Context: an optimization exercise on an open-source flow, tuned for small area, a short achievable clock period and few clock cycles. The choices shown serve that exercise and are no tape-out recipe. Only simulation tests tie the RTL to the original design; equivalence was not proved. No activity file was given, so power comes from the tool's default toggle rates.

===== flow/config.mk =====
export PLATFORM = sky130hd
export DESIGN_NAME = cpu
export DESIGN_NICKNAME = cpu
export VERILOG_FILES = /design/flow/design.v
export SDC_FILE = /design/flow/constraint.sdc
export NUM_CORES = 4
export LEC_CHECK = 0
export CAP_MARGIN = 20
export CORE_MARGIN = 2
export CORE_UTILIZATION = 40
export PLACE_DENSITY = 0.6
export SETUP_SLACK_MARGIN = 0.5
export SLEW_MARGIN = 20

===== flow/constraint.sdc =====
create_clock -name core_clock -period 14.0 [get_ports {APB_PCLK}]
set_input_delay 2.8000 -clock core_clock [delete_from_list [all_inputs] [get_ports {APB_PCLK}]]
set_output_delay 2.8000 -clock core_clock [all_outputs]
set_load 0.01 [all_outputs]

===== flow/design.v =====
module cpu
	#(parameter ADDR_WIDTH = 32,
	  parameter DATA_WIDTH = 32)
	(input APB_PCLK,
	input APB_PRESETn,
	output reg [ADDR_WIDTH-1:0] APB_paddr,
	output [DATA_WIDTH-1:0] APB_pdata,
	input [DATA_WIDTH-1:0] APB_prdata,
	output APB_psel,
	output APB_penable,
	output APB_pwrite,
	output [3:0] APB_pstb,
	input APB_pready,
	input APB_perr,
	input interrupt,
	output halted,
	output [31:0] odat,
	output [31:0] opc);
	wire [31:0] pc;
	reg [3:0] op_jmp;
	wire [31:0] instruction = (load_insr)?APB_prdata:saved_instruction;
	reg [31:0] saved_instruction;
	reg halt;
	assign halted = halt;
	wire [31:0] alu_out;
	wire [31:0] aluRB;
	wire [3:0] alu_op;
	wire cmp_flag;
	alu alunit(alu_op,rs0,aluRB,alu_out,cmp_flag);
	wire [31:0] write_reg_APB_pdata = (write_reg)?write_reg_mux:((load_pdata)?APB_pdata_val:32'bX);
	assign APB_pdata = write_reg_APB_pdata;
	wire [4:0]ra0;
	wire [4:0]ra1;
	wire [4:0]wa;
	wire [31:0]rs0;
	wire [31:0]rs1;
	regfile rfile(APB_PCLK,
	wa,ra0,ra1,
	write_reg,read_reg,
	write_reg_APB_pdata,
	rs0,rs1
	);
	wire system_mem = pc > 'h1000;
	wire load_paddr;
	wire load_pdata;
	wire load_pc;
	wire load_insr;
	wire write_reg;
	wire read_reg;
	wire mem_access;
	wire microop_pc_zero;
	wire sys_load;
	wire lui_flag;
	wire jal_flag;
	wire sys_load_pc;
	wire alu_flag;
	wire load_branch;
	wire load_jalr;
	wire pwrite;
	wire alu_rs1;
	wire alu_imm_i;
	wire immediate = op == 7'b0010011;
	wire cu_psel, cu_penable, cu_pwrite;
	assign APB_psel = cu_psel && !halt;
	assign APB_penable = cu_penable && !halt;
	assign APB_pwrite = cu_pwrite && !halt;
	control_unit cunit(APB_PCLK,APB_PRESETn,cu_psel,cu_penable,cu_pwrite,
	APB_pready,APB_perr,interrupt,system_mem,op_jmp,cmp_flag,immediate,
	load_paddr,load_pdata,load_pc,load_insr, write_reg, read_reg,
	mem_access,microop_pc_zero,sys_load,lui_flag,jal_flag,
	sys_load_pc,alu_flag,load_branch,
	load_jalr,pwrite,alu_rs1,alu_imm_i
	);
	wire [31:0] APB_paddr_val;
	wire [31:0] APB_pdata_val;
	wire [31:0] load_pc_mux;
	wire [31:0] write_reg_mux;
	datapath dpath(instruction,APB_prdata,pc,rs1,alu_out,
	mem_access,microop_pc_zero,sys_load,lui_flag,jal_flag,sys_load_pc,
	alu_flag,load_branch,load_jalr,load_pc,alu_rs1,alu_imm_i, pwrite,immediate,
	APB_paddr_val,APB_pdata_val,load_pc_mux,write_reg_mux,aluRB,alu_op);
	wire [6:0] op = instruction[6:0];
	wire [1:0] sub_op_2bit = instruction[13:12];
	assign wa = instruction[11:7];
	assign ra0 = instruction[19:15];
	assign ra1 = instruction[24:20];
	reg [3:0] dsize;
	assign APB_pstb = (APB_pwrite)?dsize:4'b1111;
	always @(*) begin
		if(mem_access) begin
			case (sub_op_2bit)
				2'b00: dsize = 4'b0001;
				2'b01: dsize = 4'b0011;
				2'b10: dsize = 4'b1111;
				default: dsize = 4'b1111;
			endcase
		end else
			dsize = 4'b1111;
	end
/*verilator lint_off UNUSEDSIGNAL*/
/*verilator lint_off WIDTH*/
	wire not_use = APB_perr;
	assign odat = 'h0;
	assign opc = 32'h0;
/*verilator lint_on WIDTH*/
/*verilator lint_on UNUSEDSIGNAL*/
	always @(*) begin
		casez (instruction[6:0])
			7'b0100011: begin  
				op_jmp = 1;
			end
			7'b0000011: begin  
				op_jmp = 2;
			end
			7'b0?10111: begin  
				op_jmp = 0 | 7;
			end
			7'b0?10011: begin  
				op_jmp = 4;
			end
			7'b1101111: begin  
				op_jmp = 8 | 7;
			end
			7'b1100111: begin  
				op_jmp = 5;
			end
			7'b1100011: begin  
				op_jmp = 6;
			end
			7'b1110011: begin  
				op_jmp = 3;
			end
			default: begin  
				op_jmp = 3;
			end
		endcase
	end
	wire increment = load_pc && microop_pc_zero;
	wire load_pcounter = load_pc && !microop_pc_zero;
programcounter pcounter(APB_PCLK, APB_PRESETn, halt, increment, load_pcounter, load_pc_mux, pc);
	always @(posedge APB_PCLK) begin
		if(!APB_PRESETn) begin
			APB_paddr <= 0;
			halt <= 0;
			saved_instruction <= 0;
		end else if(!halt) begin
			if(load_paddr) begin
				APB_paddr <= APB_paddr_val;
			end
			if(load_pdata) begin
			end
			if (load_pcounter) begin
			end
			if (load_insr) begin
				saved_instruction <= APB_prdata;
			end
			if (write_reg) begin
			end
			if(load_insr && APB_prdata == 32'b0)
				halt <= 1;
		end
	end
endmodule
module control_unit
	(input APB_PCLK,
	input APB_PRESETn,
	output APB_psel,
	output APB_penable,
	output APB_pwrite,
	input APB_pready,
	input APB_perr,
	input interrupt,
	input system_mem,
	input [3:0]op_jmp,
	input cmp_flag,
	input immediate,
	output load_paddr,
	output load_pdata,
	output load_pc,
	output load_insr,
	output reg write_reg,
	output reg read_reg,
	output mem_access,
	output microop_pc_zero,
	output sys_load,
	output lui_flag,
	output jal_flag,
	output sys_load_pc,
	output alu_flag,
	output load_branch,
	output load_jalr,
	output pwrite,
	output alu_rs1,
	output alu_imm_i);
	reg [15:0] microop_prog[0:127];
	reg [15:0] microop;
	wire [6:0] microop_pc = microop[14:8];
	reg [6:0] microop_addr;
initial begin
	$readmemh("microop.hex", microop_prog);
end
/*verilator lint_off UNUSEDSIGNAL*/
/*verilator lint_off WIDTH*/
	wire not_use = APB_perr | microop;
/*verilator lint_on WIDTH*/
/*verilator lint_on UNUSEDSIGNAL*/
	reg APB_psel_1clk;
	assign APB_penable = APB_psel && APB_psel_1clk;
	assign APB_psel = microop[0];
	assign pwrite = microop[1];
	assign APB_pwrite = (pwrite && APB_psel);
	wire APB_done = APB_penable && APB_psel && APB_pready;
	wire APB_Dready = !(APB_penable && APB_psel) || APB_pready;
	wire load_insr_microop = microop[2];
	assign mem_access = microop[3];
	assign alu_flag = microop[4];
	wire load_pc_microop = microop[5];
	assign sys_load = microop[6];
	assign microop_pc_zero = (microop_pc == 0);
	wire sys_load_rdy = sys_load && APB_done;
	wire load_insr_rdy = load_insr_microop && APB_Dready;
	wire mem_access_rdy = mem_access && APB_done && !APB_pwrite;
	assign load_paddr = sys_load || mem_access || microop_pc_zero;
	assign load_pdata = sys_load || (mem_access && pwrite);
	assign load_insr = load_insr_rdy || (sys_load_rdy && !APB_pwrite);
	assign sys_load_pc = sys_load_rdy && pwrite;
	wire load_pc_microop_true = load_pc_microop && (alu_flag && cmp_flag || !alu_flag);
	assign load_pc = (jal_flag && load_insr_microop && APB_Dready) || (microop_pc_zero || load_pc_microop_true || sys_load_pc);
	assign load_jalr = load_pc_microop && !alu_flag;
	assign load_branch = load_pc_microop && alu_flag && cmp_flag;
	assign alu_rs1 = !immediate && alu_flag;
	assign alu_imm_i = (immediate && alu_flag) || (!pwrite && mem_access) || load_jalr;
	assign lui_flag = (load_insr_microop && op_jmp == (0 | 7));
	assign jal_flag = (load_insr_microop && op_jmp == (8 | 7));
	always @(*) begin
		if(load_insr) begin
			if(lui_flag || jal_flag) begin
				read_reg = 0;
				write_reg = 1;
			end else begin
				read_reg = 1;
				write_reg = 0;
			end
		end else begin
			read_reg = 0;
			if(mem_access_rdy)
				write_reg = 1;
			else if(load_pc_microop ^ alu_flag)
				write_reg = 1;
			else
				write_reg = 0;
		end
	end
	always @(posedge APB_PCLK) begin
		APB_psel_1clk <= APB_psel;
	end
	always @(*) begin
		if(load_insr_microop)
			microop_addr = {op_jmp[2:0], microop_pc[3:0]};
		else if(microop_pc_zero && interrupt && system_mem)
			microop_addr = 3*16 + 2;  
		else
			microop_addr = microop_pc;
	end
	always @(posedge APB_PCLK) begin
		if(APB_PRESETn == 0) begin
			microop <= 0;
		end else begin
			if(APB_Dready)
				microop <= microop_prog[microop_addr];
		end
	end
endmodule
module datapath
	(
	input [31:0] instruction,
	input [31:0] prdata,
	input [31:0] pc,
	input [31:0] rs1,
	input [31:0] alu_out,
	input mem_access,
	input microop_pc_zero,
	input sys_load,
	input lui_flag,
	input jal_flag,
	input sys_load_pc,
	input alu_flag,
	input load_branch,
	input load_jalr,
	input load_pc,
	input alu_rs1,
	input alu_imm_i,
	input pwrite,
	input immediate,
	output reg [31:0] APB_paddr_val,
	output reg [31:0] APB_pdata_val,
	output reg [31:0] load_pc_mux,
	output reg [31:0] write_reg_mux,
	output reg [31:0] aluRB,
	output reg [3:0] alu_op);
	wire [31:0] oldpc = pc - 4;
	wire [2:0] sub_op = instruction[14:12];
	wire [31:0] imm_i = {{21{instruction[31]}}, instruction[30:20]};
	wire [31:0] imm_s = {{21{instruction[31]}}, instruction[30:25], instruction[11:7]};
	wire [31:0] imm_b = {{20{instruction[31]}}, instruction[7], instruction[30:25], instruction[11:8], 1'b0};
	wire [31:0] imm_u = {instruction[31:12], 12'b0};
	wire [31:0] imm_j = {{12{instruction[31]}}, instruction[19:12], instruction[20], instruction[30:21], 1'b0};
	always @(*) begin
		if(microop_pc_zero)
			APB_paddr_val = pc;
		else if(mem_access)
			APB_paddr_val = alu_out;
		else if(sys_load)
			APB_paddr_val = 4;
		else
			APB_paddr_val = 32'bX;
	end
	always @(*) begin
		if(mem_access)
			APB_pdata_val = rs1;
		else if(sys_load)
			APB_pdata_val = pc;
		else
			APB_pdata_val = 32'bX;
	end
	always @(*) begin
		if(jal_flag)
			load_pc_mux = oldpc + imm_j;
		else if (sys_load_pc)
			load_pc_mux = instruction;
		else if (load_jalr)
			load_pc_mux = {alu_out[31:1], 1'b0};
		else if (load_branch)
			load_pc_mux = oldpc + imm_b;
		else
			load_pc_mux = 32'bX;
	end
	always @(*) begin
		if (alu_flag)
			write_reg_mux = alu_out;
		else if (load_pc || jal_flag)
			write_reg_mux = pc;
		else if (mem_access) begin
			case (sub_op)
				3'b000: write_reg_mux = {{24{prdata[7]}},prdata[7:0]};	 
				3'b001: write_reg_mux = {{16{prdata[15]}},prdata[15:0]}; 
				3'b010: write_reg_mux = prdata;				 
				3'b100: write_reg_mux = {24'b0,prdata[7:0]};		 
				3'b101: write_reg_mux = {16'b0,prdata[15:0]};		 
				default: write_reg_mux = prdata;
			endcase
		end else if (lui_flag)
			write_reg_mux = imm_u + ((instruction[5])? 0 : oldpc);
		else
			write_reg_mux = 32'bX;
	end
	always @(*) begin
		if(alu_rs1) begin
			aluRB = rs1;
		end else if (pwrite)
			aluRB = imm_s;
		else if (alu_imm_i)
			aluRB = imm_i;
		else begin
			aluRB = 32'bX;
		end
		if (mem_access)
			alu_op = 4'b0000;
		else if ((sub_op == 5 && immediate) || (!immediate && alu_flag))
			alu_op = {instruction[30],sub_op};
		else
			alu_op = {1'b0,sub_op};
	end
endmodule
module alu
	(
	input [3:0]m,
	input [31:0]a, b,
	output reg [31:0]y,
	output cmp
	);
	wire signed [31:0]a_signed = a;
	wire [31:0]addition = a + b;
	wire [32:0]subtraction = a - b;
	wire sub_of = (!a[31] & b[31] & subtraction[31]) |
				 (a[31] & !b[31] & !subtraction[31]);
	wire sub_zf = (subtraction[31:0] == 32'h0);
	wire sub_sf = subtraction[31];
	wire sub_cf = subtraction[32];
	reg compare;
	assign cmp = compare ^ m[0];
	always @(*) begin
		case(m[2:1])
			2'b00:
				compare = sub_zf;
			2'b10:
				compare = sub_sf ^ sub_of;
			2'b11:
				compare = sub_cf;
			2'b01:
				compare = 0;
		endcase
		case(m)
			4'b0000:  
				y = addition[31:0];
			4'b1000:  
				y = subtraction[31:0];
			4'b0001:  
				y = a << b[4:0];
			4'b0010:  
				y = {31'b0, (sub_of ^ sub_sf) & !sub_zf};
			4'b0011:  
				y = {31'b0, sub_cf};
			4'b0100:  
				y = a ^ b;
			4'b0101:  
				y = a >> b[4:0];
			4'b1101:  
				y = a_signed >>> b[4:0];
			4'b0110:  
				y = a | b;
			4'b0111:  
				y = a & b;
			default: begin  
				y = 32'hDEADBEEF;
			end
		endcase
	end
endmodule
module regfile (
	input APB_PCLK,
	input [4:0] wa,
	input [4:0] ra0,
	input [4:0] ra1,
	input write_reg,
	input read_reg,
	input [31:0] rd0,
	output [31:0] rs0,
	output [31:0] rs1
	);
	reg [31:0]rs0_reg;
	reg [31:0]rs1_reg;
	reg [31:0] regfile_mem[31:0];
	assign rs0 = rs0_reg;
	assign rs1 = rs1_reg;
	always @(posedge APB_PCLK) begin
		if(write_reg)
			regfile_mem[wa] <= rd0;
		if (read_reg) begin
			rs0_reg <= ra0 == 5'b0 ? 0 : regfile_mem[ra0];
			rs1_reg <= ra1 == 5'b0 ? 0 : regfile_mem[ra1];
		end
	end
endmodule
module programcounter
	#(parameter ADDR_WIDTH = 32,
	  parameter INCREMENT_VALUE = 4,
	  parameter RESET_VALUE = 0)
	( input APB_PCLK,
	  input APB_PRESETn,
	  input halt,
	  input increment,
	  input load,
	  input [ADDR_WIDTH-1:0] load_data,
	  output [ADDR_WIDTH-1:0] pc
	);
	reg [ADDR_WIDTH-1:0] data;
	assign pc = data;
	always @(posedge APB_PCLK) begin
		if (!APB_PRESETn)
			data <= RESET_VALUE;
		else if (!halt) begin
			if (load)
				data <= load_data;
			else if (increment)
				data <= data + INCREMENT_VALUE;
		end
	end
endmodule

===== flow/microop.hex =====
0101
0205
0000
0000
0000
0000
0000
0000
0000
0000
0000
0000
0000
0000
0000
0000
0000
0000
130a
140b
150b
0000
0000
0000
0000
0000
0000
0000
0000
0000
0000
0000
0000
0000
2308
2409
2509
0000
0000
0000
0000
0000
0000
0000
0000
0000
0000
0000
0000
0000
3340
3441
3541
3600
3743
3843
0000
0000
0000
0000
0000
0000
0000
0000
0000
0000
4310
0000
0000
0000
0000
0000
0000
0000
0000
0000
0000
0000
0000
0000
0000
0000
5320
0000
0000
0000
0000
0000
0000
0000
0000
0000
0000
0000
0000
0000
0000
0000
6330
0000
0000
0000
0000
0000
0000
0000
0000
0000
0000
0000
0000
0000
0000
0000
0000
0000
0000
0000
0000
0000
0000
0000
0000
0000
0000
0000
0000
0000

===== flow/run.sh =====
#!/bin/bash
# synth_recipe.tcl (not shown) runs the flow's synth.tcl, then flattens the netlist and writes it again
# the make line also repeats each setting of config.mk as NAME=value (left out here)
make -C /OpenROAD-flow-scripts/flow DESIGN_CONFIG=/design/flow/config.mk WORK_HOME=/design/flow/orfs CLKGATE_MAP_FILE= SYNTH_SCRIPT=/design/flow/synth_recipe.tcl finish

==> impl_results.rst <==
.. list-table::
   :header-rows: 1

   * - Metric
     - Value
   * - Kind of cell adding the most delay to the critical path
     - compound AO/OA/AOI/OAI gates
   * - Number of buffer and inverter stages on the critical path
     - 9
   * - Worst slew margin
     - 22.4%
   * - Last weighted congestion value of the routability-driven placer
     - 1.10
   * - Maximum cell stage delay along the critical path
     - 0.61 ns
   * - Hold Vio Cnt, Final
     - 0
   * - Startpoint of the worst register-to-register path
     - saved_instruction[3]
   * - CTS Root Cell
     - clkbuf_16
   * - Commonest register cell after synthesis
     - edfxtp_1
   * - Accumulated negative setup slack
     - 0 ns
   * - Worst EP required
     - 11.20 ns
   * - Relative area change from synthesis to final layout
     - 12.5%
   * - Area of the die
     - 186000 µm²
   * - Initial detailed-routing violation count
     - 10800
   * - Area leader, netlist
     - edfxtp_1
   * - Via count of the first global-routing pass
     - 60300
   * - Clock tree sinks
     - 1200
   * - Leakage
     - 29.0 nW
   * - Utilization after layout
     - 45.3%
   * - Final Non-Filler Cells
     - 9540
   * - Via-to-Cell Ratio
     - 6.81
   * - Top cells by count, synth
     - nand2_1, edfxtp_1, clkbuf_1, a21oi_1, nor2_1
   * - Crit path arrival time
     - 10.52 ns
   * - Count of state elements after synthesis
     - 1200
   * - Wire length reported by the detailed router
     - 313000 µm
   * - Die Y
     - 431 µm
   * - DP Wirelength
     - 193000 µm
   * - Count of H-tree levels built during CTS
     - 4
   * - Critical path launch point type
     - primary input
   * - Most frequently used cell type in the post-synthesis netlist
     - nand2_1
   * - Starting density of the core
     - 40.3%
   * - Max FFs per register
     - 1024
   * - Crit path kind
     - primary input to primary output
   * - Critical path's most frequent cell
     - buf_4
   * - Count of TritonRoute iterations in the first routing pass
     - 10
   * - Worst-path cell with the longest stage delay
     - a2111oi_0
   * - Number of warnings reported in the yosys synthesis log
     - 6
   * - Post-Synthesis Mean Instance Area
     - 10.3 µm²
   * - Maximum net fanout on the critical path
     - 15
   * - Core area
     - 181000 µm²
   * - Critical Path End Type
     - primary output
   * - Worst setup skew after layout
     - 0.0497 ns
   * - Global route overflow
     - 0
   * - Area share of the largest cell type after synthesis
     - 44.9%
   * - Final Net Count
     - 7262
   * - DIE WIDTH
     - 431 µm
   * - Num CTS Buffers
     - 134
   * - Count of final setup violators
     - 0
   * - Global-route wire length before repair
     - 439000 µm
   * - Ratio of final minimum period to clock period
     - 95.1%
   * - Site Rows
     - 156
   * - I/O pin count
     - 173
   * - Instance count of the mapped netlist
     - 7106
   * - Crit path time final
     - 13.32 ns
   * - Post-Synthesis Cell Area
     - 72800 µm²
   * - Top cells by area, synth
     - edfxtp_1, mux4_2, nand2_1
   * - Number of distinct library cell variants in the gate-level netlist after synthesis
     - 103
   * - Fin. max-slew vios
     - 0
   * - Register bank with the most flops
     - rfile.regfile_mem
   * - Largest net degree at the start of global routing
     - 153
   * - Count of placed standard cells including taps
     - 9287
   * - Clock tree from TritonCTS
     - done
   * - Antenna-violating nets left
     - 0
   * - Vias
     - 64900
   * - Slack of the critical path
     - 0.682 ns
   * - Status
     - finished clean
   * - Number of buffers inserted by port buffering
     - 106
   * - Average detailed-routed wire length per instance
     - 32.8 µm
   * - Min-Delay Path Class
     - register to register
   * - Number of buffers on the longest clock path
     - 3
   * - DRC violations left
     - 0
   * - Power density over cell area
     - 186 nW/µm²
   * - Crit. Startpoint
     - APB_prdata[2]
   * - Total track usage
     - 32.7%
   * - Maximum clock frequency
     - 75.1 MHz
   * - Number of enable flip-flop cells after synthesis
     - 1088
   * - Part of the Yosys area used for sequential elements
     - 47.9%
   * - Pre-CTS setup slack
     - 0.224 ns
   * - Fraction of final layout cells sized beyond drive strength 1
     - 12.8%
   * - Startpoint of the worst hold path
     - cunit.microop[0]
   * - Unrepaired setup endpoints after global routing
     - no
   * - Clock latency on the worst-skew pair
     - 0.82 ns
   * - Transition time at the pin with the least slew margin
     - 1.16 ns
   * - Clk slew on worst S/H paths
     - 0.06 ns
   * - Async set-or-reset flop fraction in the synthesized netlist
     - 0%
   * - Hold-fix buffers at CTS
     - 0
   * - Max-cap check violation count
     - 0
   * - Peak supply drop
     - 160 µV
   * - Antenna violations before repair
     - 20
==> final timing paths <==
path | to | slack [ns] | cells after the start
max reg2reg | rfile.regfile_mem[15][6] | 6.33 | 25
min reg2reg | cunit.APB_psel_1clk | 0.45 | 0
min | cunit.APB_psel_1clk | 0.45 | 0
max | APB_pdata[23] | 0.68 | 27
==> cell type report <==
type	instances	area [µm²]
fill	16500	99000
inverter	172	671
tap	2370	2970
clock buffer	169	3560
clock inverter	72	673
multi-input combinational	5154	35700
antenna	7	17.5
timing repair buffer	396	3430
sequential	1200	34900
==> layout by cell type (no fill, tap or decap), types with 28 or more instances in the layout <==
master           instances
nor2_1                 325
xnor2_1                 75
nand4_1                 29
mux4_2                 265
or3_1                   33
and3_1                 213
clkbuf_16              136
a21o_1                  48
clkdlybuf4s50_1        104
nand2_1               1299
edfxtp_1              1088
inv_1                  153
conb_1                  65
o21a_1                  49
and2_1                  32
a22oi_1                149
dfxtp_1                110
a21oi_1                362
mux2i_1                120
nor2_4                  37
a311oi_1               137
a31oi_1                171
clkinv_1                40
nor3_1                 137
xor2_1                  46
a211oi_1               127
a221oi_1                28
nand3_1                329
buf_4                  276
ha_1                   163
clkbuf_1                30
o21ai_0                254
o211ai_1               189
==> stage by stage <==
step	power (W)	hold slack, ns	area (µm²)
6_report	0.0153	0.448	81900
3_5_place_dp	0.0115	0.407	77600
4_1_cts	0.0150	0.428	81800
5_1_grt	0.0157	0.457	81900
3_3_place_gp	0.0115	0.403	77600
2_1_floorplan	0.00868	0.378	73100
==> power by group <==
group / switching (W) / total [W] / internal, W
sequential: 0.000226 / 0.00468 / 0.00445
clock: 0.00153 / 0.00347 / 0.00194
combinational: 0.00481 / 0.00712 / 0.00230
==> logic make-up (layout without fill, tap and decap cells) <==
kind of cell,after synthesis,count (layout),share of synthesized area [%]
flops,1200,1200,47.9
fa+ha+maj,167,167,2.91
other cells,2,72,0.0103
xor+xnor,122,122,1.48
mux,418,418,10.3
buf+inv,815,809,4.61
compound gates,1809,1809,17.0
simple gates,2573,2573,15.7
==> what timing repair did <==
item                                    4_1_cts  5_1_grt
resized for setup                             1       11
endpoints found under the setup margin       29       29
pin swaps                                     2        0
setup buffers                                 4        0
==> per-layer routing <==
layer,up-vias,part of all wire [%],track usage [%]
met3,1028,13,8.23
li1,26900,-,-
met1,32000,37,43.4
met4,18,7.4,20.8
met2,4971,42,47.8
met5,-,0.041,0
Testbench counts, summed over its fixed seeds: cycles 163,408.

what the ideal ports hide:
The results above use ideal ports. As a check the final layout listed here was re-extracted and re-timed, cells and wires unchanged.
Step 1 sets driving cells, clkbuf_16 on the clock port and buf_2 on the other inputs (assumed; they add their load-dependent delay and slew).
Step 2 times the ports against the registers' clock, not the clock port: input delays grow and output delays shrink by t, the midpoint of the rising clock arrivals with the driver on.
Three values: ideal, step 1, step 2; two values: the first two.
shift t [ns]: 0.881
setup WS [ns]: 0.682 / 0.651 / 0.651
worst setup path after step 2: input to output
clock arrival spread, ns: 0.050 / 0.050
After both steps setup and hold are still met in this run. For this run, drivers alone change the setup slack by -0.031 ns; drivers and shift together by -0.031 ns.
